This design comes from an exercise in tuning for small area, a short achievable clock period and few clock cycles on the open sky130 flow, not from production work. In this exercise RTL edits were held to simulation tests only and were not proved equivalent to the original.

// cpu
module cpu(
    input  wire         clk,
    input  wire         rstn,
    output wire [31:0]  imem_addr,
    input  wire [31:0]  imem_rdata,
    output wire [31:0]  dmem_addr,
    output wire         dmem_we,
    output wire [1:0]   dmem_mode,    
    output wire [31:0]  dmem_wdata,
    input  wire [31:0]  dmem_rdata
);
==> flow/config.mk <==
export PLATFORM = sky130hd
export DESIGN_NAME = cpu
export DESIGN_NICKNAME = cpu
export VERILOG_FILES = /design/flow/design.v
export SDC_FILE = /design/flow/constraint.sdc
export NUM_CORES = 4
export LEC_CHECK = 0
export CAP_MARGIN = 20
export CORE_MARGIN = 2
export CORE_UTILIZATION = 55
export SETUP_SLACK_MARGIN = 5
export SLEW_MARGIN = 20
export SYNTH_HIERARCHICAL = 1
export SYNTH_MINIMUM_KEEP_SIZE = 0
==> flow/constraint.sdc <==
create_clock -name core_clock -period 10.0 [get_ports {clk}]
set_input_delay 2.0000 -clock core_clock [delete_from_list [all_inputs] [get_ports {clk}]]
set_output_delay 2.0000 -clock core_clock [all_outputs]
set_load 0.01 [all_outputs]
standard.sh (not shown) runs the stock make flow with config.mk's settings and CLKGATE_MAP_FILE= SYNTH_SCRIPT=/design/flow/synth_recipe.tcl, a recipe that flattens the netlist after the stock synthesis.
==> flow/flow/run.sh <==
#!/bin/bash
# The standard layout (standard.sh, unchanged synthesis), with:
# - buf_2 port buffers;
# - clock tree sink clusters of up to 30 flip-flops within 60 um, and no
#   dummy loads.
# Each ORFS step writes its own log under orfs/logs/; make's output goes to flow.log.
set -o pipefail
bash standard.sh SETUP_SLACK_MARGIN=6.5 MATCH_CELL_FOOTPRINT=0 \
    "BUFFER_PORTS_ARGS=-buffer_cell sky130_fd_sc_hd__buf_2" \
    "CTS_ARGS=-sink_clustering_enable -repair_clock_nets -sink_clustering_size 30 -sink_clustering_max_diameter 60 -dont_use_dummy_load" \
    finish > flow.log 2>&1
The starting point went through all stages and came out clean.
Testbench counts at the start, summed over its fixed seeds: cycles 42,196.
Change:
--- a/flow/design.v
+++ b/flow/design.v
@@ -735,23 +735,31 @@
     wire        f_br    = f_ir[6] & ~f_ir[2];
     wire        f_pred  = f_jal | (f_br & f_ir[31]);        
     wire [10:0] f_tb, f_tj;
     fetch_add u_fab(.a(fpc), .b({f_ir[7], f_ir[30:25], f_ir[11:9]}), .s(f_tb));
     fetch_add u_faj(.a(fpc), .b({f_ir[20], f_ir[30:22]}), .s(f_tj));
     wire [10:0] f_t     = f_jal ? f_tj : f_tb;
+    wire [9:0]  fpc_inc = fpc + 10'd1;
+    wire        s_ex    = ex_redirect;
+    wire        s_hold  = ~ex_redirect & stall;
+    wire        s_tj    = ~ex_redirect & ~stall & f_pred & f_jal;
+    wire        s_tb    = ~ex_redirect & ~stall & f_pred & ~f_jal;
+    wire        s_inc   = ~ex_redirect & ~stall & ~f_pred;
+    wire [9:0]  fpc_oth = ({10{s_ex}} & ex_ftarget) | ({10{s_hold}} & fpc) | ({10{s_inc}} & fpc_inc);
+    wire [9:0]  fpc_d;
+    genvar gf;
+    generate
+        for (gf = 0; gf < 10; gf = gf + 1) begin : g_fpc
+            sel3 u_f(.sa(s_tj), .a(f_tj[gf]), .sb(s_tb), .b(f_tb[gf]), .sc(1'b1), .c(fpc_oth[gf]), .y(fpc_d[gf]));
+        end
+    endgenerate
     always @(posedge clk or negedge rstn) begin
         if (!rstn)
             fpc <= 10'b0;
-        else if (ex_redirect)
-            fpc <= ex_ftarget;
-        else if (stall)
-            fpc <= fpc;
-        else if (f_pred)
-            fpc <= f_t[9:0];
         else
-            fpc <= fpc + 10'd1;
+            fpc <= fpc_d;
     end
     wire [31:2] id_link = id_pc + 30'd1;
     wire [20:0] id_thi  = {id_pc[31:12], 1'b1} + {{12{id_ir[31]}}, id_offh, id_tc};
     wire [31:2] id_tgt  = {id_thi[20:1], id_tlo};
     wire        id_taken = d_jal | id_pred;
     always @(posedge clk or negedge rstn) begin
Core utilization falls by 0.46 points.
Area after synthesis rose by 0.32%.
Cell area drops by 0.60%.
Worst setup slack gains 0.055 ns.
Die area is higher by 0.32%.
Testbench counts after the change, summed over its fixed seeds: cycles 42,196.

static timing again, ports no longer ideal:
The flow's constraints put no driver on any port. The routed layouts listed below were extracted and timed again, unchanged, in two steps.
Step 1, drivers: a clkbuf_16 drives clk and a buf_2 each remaining input, both assumed.
Step 2 times the ports against the registers' clock, not the clock port: input delays grow and output delays shrink by t, the midpoint of the rising clock arrivals with the driver on.
Three values: ideal ports, drivers, drivers and shift; two values: the first two.
| run | t, ns | slack for setup (ns) | worst setup path after step 2 | clock arrival spread, ns | worst slew at a driven data input, ns |
|---|---|---|---|---|---|
| the first run | 0.821 | 6.044 / 6.044 / 5.583 | input to register | 0.138 / 0.138 | 0.06 |
| the second run | 0.794 | 6.099 / 6.099 / 5.971 | input to register | 0.138 / 0.138 | 0.05 |
After both steps setup and hold are still met in every run listed. For the first run, which loses most, drivers alone change the setup slack by 0.000 ns; drivers and shift together by -0.461 ns.
